Source: an optimization exercise on an open RTL-to-GDS flow (aim: small area, a short achievable clock period and few clock cycles per item). Production flows keep margins and buffers that such runs may drop.
In this exercise RTL edits were held to simulation tests only and were not proved equivalent to the original.
Power and IR drop assume default switching activity.

## xenon
==> flow/design.v <==
`timescale 1ns / 1ps
module cross_node_buffer (
    input             clk,
    input             rst_n,
    input      [31:0] din,
    input             wr_en,
    input             rd_en,       
    output     [31:0] head_dout,
    output            head_valid,
    output            head_valid_nx    
);
reg  [31:0] d [0:15];
reg  [15:0] v;
wire [15:0] a;
assign a[0] = v[0];
genvar k;
generate
    for (k = 1; k < 16; k = k + 1) begin : g_all
        assign a[k] = a[k-1] & v[k];
    end
endgenerate
wire [14:0] mv;
generate
    for (k = 0; k < 15; k = k + 1) begin : g_mv
        assign mv[k] = rd_en ? v[k+1] : (v[k+1] & ~a[k]);
    end
endgenerate
wire [15:0] v_nx;
assign v_nx[0]  = (v[0] & ~rd_en) | mv[0];
assign v_nx[15] = (v[15] & ~mv[14]) | wr_en;
generate
    for (k = 1; k < 15; k = k + 1) begin : g_v
        assign v_nx[k] = (v[k] & ~mv[k-1]) | mv[k];
    end
endgenerate
always @(posedge clk) begin
    v <= v_nx & {16{rst_n}};
end
generate
    for (k = 0; k < 15; k = k + 1) begin : g_d
        always @(posedge clk) begin
            if (mv[k]) d[k] <= d[k+1];
        end
    end
endgenerate
always @(posedge clk) begin
    if (wr_en) d[15] <= din;
end
assign head_dout  = d[0];
assign head_valid    = v[0];
assign head_valid_nx = v_nx[0] & rst_n;
endmodule
`timescale 1ns / 1ps
 `timescale 1ns / 1ps
module Crossbar_switching_fabric(
    input                                      i_clk,
    input                                      i_rst_n,
    input           [32-1:0]      i_cb_l1_din,
    input           [1:0]                      i_cb_l1_sel,
    input                                      i_cb_l1_wr_en,
    input           [32-1:0]      i_cb_l2_din,
    input           [1:0]                      i_cb_l2_sel,
    input                                      i_cb_l2_wr_en,
    input           [32-1:0]      i_cb_l3_din,
    input           [1:0]                      i_cb_l3_sel,
    input                                      i_cb_l3_wr_en,
    input           [32-1:0]      i_cb_l4_din,
    input           [1:0]                      i_cb_l4_sel,
    input                                      i_cb_l4_wr_en,
    output          [4:0]                      o_cb_c1_queue_sel,
    output          [32-1:0]      o_cb_c1_dout,
    output                                     o_cb_c1_dat_valid,
    output          [4:0]                      o_cb_c2_queue_sel,
    output          [32-1:0]      o_cb_c2_dout,
    output                                     o_cb_c2_dat_valid,
    output          [4:0]                      o_cb_c3_queue_sel,
    output          [32-1:0]      o_cb_c3_dout,
    output                                     o_cb_c3_dat_valid,
    output          [4:0]                      o_cb_c4_queue_sel,
    output          [32-1:0]      o_cb_c4_dout,
    output                                     o_cb_c4_dat_valid
    );
wire [32-1:0] lane_din [0:3];
wire [1:0]                 lane_sel [0:3];
wire [3:0]                 lane_wr;
assign lane_din[0] = i_cb_l1_din; assign lane_sel[0] = i_cb_l1_sel; assign lane_wr[0] = i_cb_l1_wr_en;
assign lane_din[1] = i_cb_l2_din; assign lane_sel[1] = i_cb_l2_sel; assign lane_wr[1] = i_cb_l2_wr_en;
assign lane_din[2] = i_cb_l3_din; assign lane_sel[2] = i_cb_l3_sel; assign lane_wr[2] = i_cb_l3_wr_en;
assign lane_din[3] = i_cb_l4_din; assign lane_sel[3] = i_cb_l4_sel; assign lane_wr[3] = i_cb_l4_wr_en;
wire [32-1:0] head_dout [0:15];
wire [15:0]                head_valid;
wire [15:0]                head_valid_nx;
wire [15:0]                node_rd;
genvar l, c;
generate
    for (l = 0; l < 4; l = l + 1) begin : g_lane
        for (c = 0; c < 4; c = c + 1) begin : g_col
            cross_node_buffer u_node (
                .clk           (i_clk),
                .rst_n         (i_rst_n),
                .din           (lane_din[l]),
                .wr_en         (lane_wr[l] & (lane_sel[l] == c)),
                .rd_en         (node_rd[4*l+c]),
                .head_dout     (head_dout[4*l+c]),
                .head_valid    (head_valid[4*l+c]),
                .head_valid_nx (head_valid_nx[4*l+c])
            );
        end
    end
endgenerate
reg [32-1:0] col_dout  [0:3];
reg [3:0]                 col_valid;
generate
    for (c = 0; c < 4; c = c + 1) begin : g_arb
        wire [3:0] req = {head_valid_nx[12+c], head_valid_nx[8+c], head_valid_nx[4+c], head_valid_nx[c]};
        reg  [3:0] last;    
        reg  [3:0] gnt;
        reg  [3:0] gnt_q;   
        always @(*) begin
            case (last)
                4'b0001: gnt = req[1] ? 4'b0010 : req[2] ? 4'b0100 : req[3] ? 4'b1000 : req[0] ? 4'b0001 : 4'b0000;
                4'b0010: gnt = req[2] ? 4'b0100 : req[3] ? 4'b1000 : req[0] ? 4'b0001 : req[1] ? 4'b0010 : 4'b0000;
                4'b0100: gnt = req[3] ? 4'b1000 : req[0] ? 4'b0001 : req[1] ? 4'b0010 : req[2] ? 4'b0100 : 4'b0000;
                default: gnt = req[0] ? 4'b0001 : req[1] ? 4'b0010 : req[2] ? 4'b0100 : req[3] ? 4'b1000 : 4'b0000;
            endcase
        end
        assign node_rd[c]    = gnt_q[0];
        assign node_rd[4+c]  = gnt_q[1];
        assign node_rd[8+c]  = gnt_q[2];
        assign node_rd[12+c] = gnt_q[3];
        always @(posedge i_clk) begin
            if (!i_rst_n) begin
                last  <= 4'b1000;
                gnt_q <= 4'b0000;
            end
            else begin
                if (|req) last <= gnt;
                gnt_q <= gnt;
            end
        end
        always @(posedge i_clk or negedge i_rst_n) begin
            if (!i_rst_n) col_valid[c] <= 1'b0;
            else          col_valid[c] <= |gnt_q;
        end
        always @(posedge i_clk) begin
            col_dout[c] <= ({32{gnt_q[0]}} & head_dout[c])
                         | ({32{gnt_q[1]}} & head_dout[4+c])
                         | ({32{gnt_q[2]}} & head_dout[8+c])
                         | ({32{gnt_q[3]}} & head_dout[12+c]);
        end
    end
endgenerate
assign o_cb_c1_dout = col_dout[0];
assign o_cb_c2_dout = col_dout[1];
assign o_cb_c3_dout = col_dout[2];
assign o_cb_c4_dout = col_dout[3];
assign o_cb_c1_queue_sel = {col_dout[0][6:4], col_dout[0][1:0]};
assign o_cb_c2_queue_sel = {col_dout[1][6:4], col_dout[1][1:0]};
assign o_cb_c3_queue_sel = {col_dout[2][6:4], col_dout[2][1:0]};
assign o_cb_c4_queue_sel = {col_dout[3][6:4], col_dout[3][1:0]};
assign o_cb_c1_dat_valid = col_valid[0];
assign o_cb_c2_dat_valid = col_valid[1];
assign o_cb_c3_dat_valid = col_valid[2];
assign o_cb_c4_dat_valid = col_valid[3];
endmodule
export LEC_CHECK = 0
export CAP_MARGIN = 20
export CORE_MARGIN = 2
export CORE_UTILIZATION = 50
export CTS_CLUSTER_DIAMETER = 100
export CTS_CLUSTER_SIZE = 30
export SETUP_SLACK_MARGIN = 2.5
export SLEW_MARGIN = 20
create_clock -name core_clock -period 5.0 [get_ports {i_clk}]
run.sh (not shown) runs the stock make flow with config.mk's settings and CLKGATE_MAP_FILE= SYNTH_SCRIPT=/design/flow/synth_recipe.tcl, a recipe that flattens the netlist after the stock synthesis.
xenon closes out successfully: all stages finished, all timing, DRC and antenna checks passed.
Testbench counts of xenon, summed over its fixed seeds: cycles 4,458, items 16,384.
Input changes introduced in delta (baseline for comparison: xenon):
# xenon
export LEC_CHECK = 0
export CAP_MARGIN = 20
export CORE_MARGIN = 2
export CORE_UTILIZATION = 50
export CTS_CLUSTER_DIAMETER = 100
export CTS_CLUSTER_SIZE = 30
export SETUP_SLACK_MARGIN = 2.5
export SLEW_MARGIN = 20
create_clock -name core_clock -period 5.0 [get_ports {i_clk}]
# delta
export LEC_CHECK = 0
export ABC_AREA = 1
export CAP_MARGIN = 20
export CORE_MARGIN = 2
export CORE_UTILIZATION = 60
export CTS_CLUSTER_DIAMETER = 100
export CTS_CLUSTER_SIZE = 30
export SETUP_SLACK_MARGIN = 2.4
export SLEW_MARGIN = 20
create_clock -name core_clock -period 5.0 [get_ports {i_clk}]
Notes after the runs:
Looking at the reports, delta completed the entire flow and the layout it produced met the timing, DRC and antenna checks.
The lower cell count of xenon and delta is in delta.
Note that the first-iteration DRC count recorded for delta amounts to 1.08 times the value seen in xenon.
Routed via count divided by cell count: delta vs xenon up about 6%
Where worst IR drop on VDD is concerned, xenon is better than delta.
What delta reported for total number of nets in the final design has to be multiplied by 0.943 to get the figure for xenon.
--- input diff delta..yarrow ---
# delta
export LEC_CHECK = 0
export ABC_AREA = 1
export CAP_MARGIN = 20
export CORE_MARGIN = 2
export CORE_UTILIZATION = 60
export CTS_CLUSTER_DIAMETER = 100
export CTS_CLUSTER_SIZE = 30
export SETUP_SLACK_MARGIN = 2.4
export SLEW_MARGIN = 20
create_clock -name core_clock -period 5.0 [get_ports {i_clk}]
# yarrow
export LEC_CHECK = 0
export CAP_MARGIN = 20
export CORE_MARGIN = 2
export CORE_UTILIZATION = 55
export CTS_CLUSTER_DIAMETER = 100
export CTS_CLUSTER_SIZE = 30
export SETUP_SLACK_MARGIN = 2.5
export SLEW_MARGIN = 20
create_clock -name core_clock -period 5.0 [get_ports {i_clk}]
Results
| setup slack on the worst flop-to-flop path | lower: delta |
Compared with delta, yarrow shows a wire length the detailed router placed on met1 that is 5.7% lower.
Timing-limited maximum frequency, yarrow and delta: higher on yarrow
Between yarrow and delta, the count of inserted antenna diode cells is higher for yarrow.
Both conditions hold for yarrow: the flow ran to the end and the final layout passed the timing, DRC and antenna checks.
yarrow against delta: non-filler instance count after layout now smaller, share of the final layout cell area in multi-input gates now sits higher.
Setup slack: yarrow more than delta
In yarrow, the number of non-clock buffers came out 16% below the value in delta.
Between yarrow and delta, shortest period the worst path allows is higher for delta, yarrow comes in under that.
Note that the number of non-clock inverters in the layout recorded for delta amounts to 12 times the value seen in yarrow.
The synthesized cell count number comes out lower for yarrow vs delta.

afterwards: timing with drivers on the ports:
In the flow no input, the clock included, has a driving cell. The finished layouts below were timed again as built, in two steps. Step 1 sets driving cells, clkbuf_16 on the clock port and buf_2 on the other inputs (assumed; they add their load-dependent delay and slew). Step 2 times the ports against the registers' clock, not the clock port: input delays grow and output delays shrink by t, the midpoint of the rising clock arrivals with the driver on. a / b / c = no drivers / after step 1 / after step 2; a / b = the first two.
| run | t (ns) | setup slack, ns | worst setup path at the end | latest minus earliest clock arrival (ns) | worst register clock-pin slew, ns |
|---|---|---|---|---|---|
| xenon | 1.105 | 2.421 / 2.294 / 1.669 | input to register | 0.085 / 0.085 | 0.12 / 0.12 |
| delta | 1.077 | 2.423 / 2.307 / 1.736 | input to register | 0.055 / 0.055 | 0.12 / 0.12 |
| yarrow | 1.099 | 2.436 / 2.312 / 1.661 | input to register | 0.051 / 0.051 | 0.12 / 0.12 |
After both steps every run listed still meets setup and hold. For yarrow, which loses most, drivers alone change the setup slack by -0.124 ns; drivers and shift together by -0.775 ns.
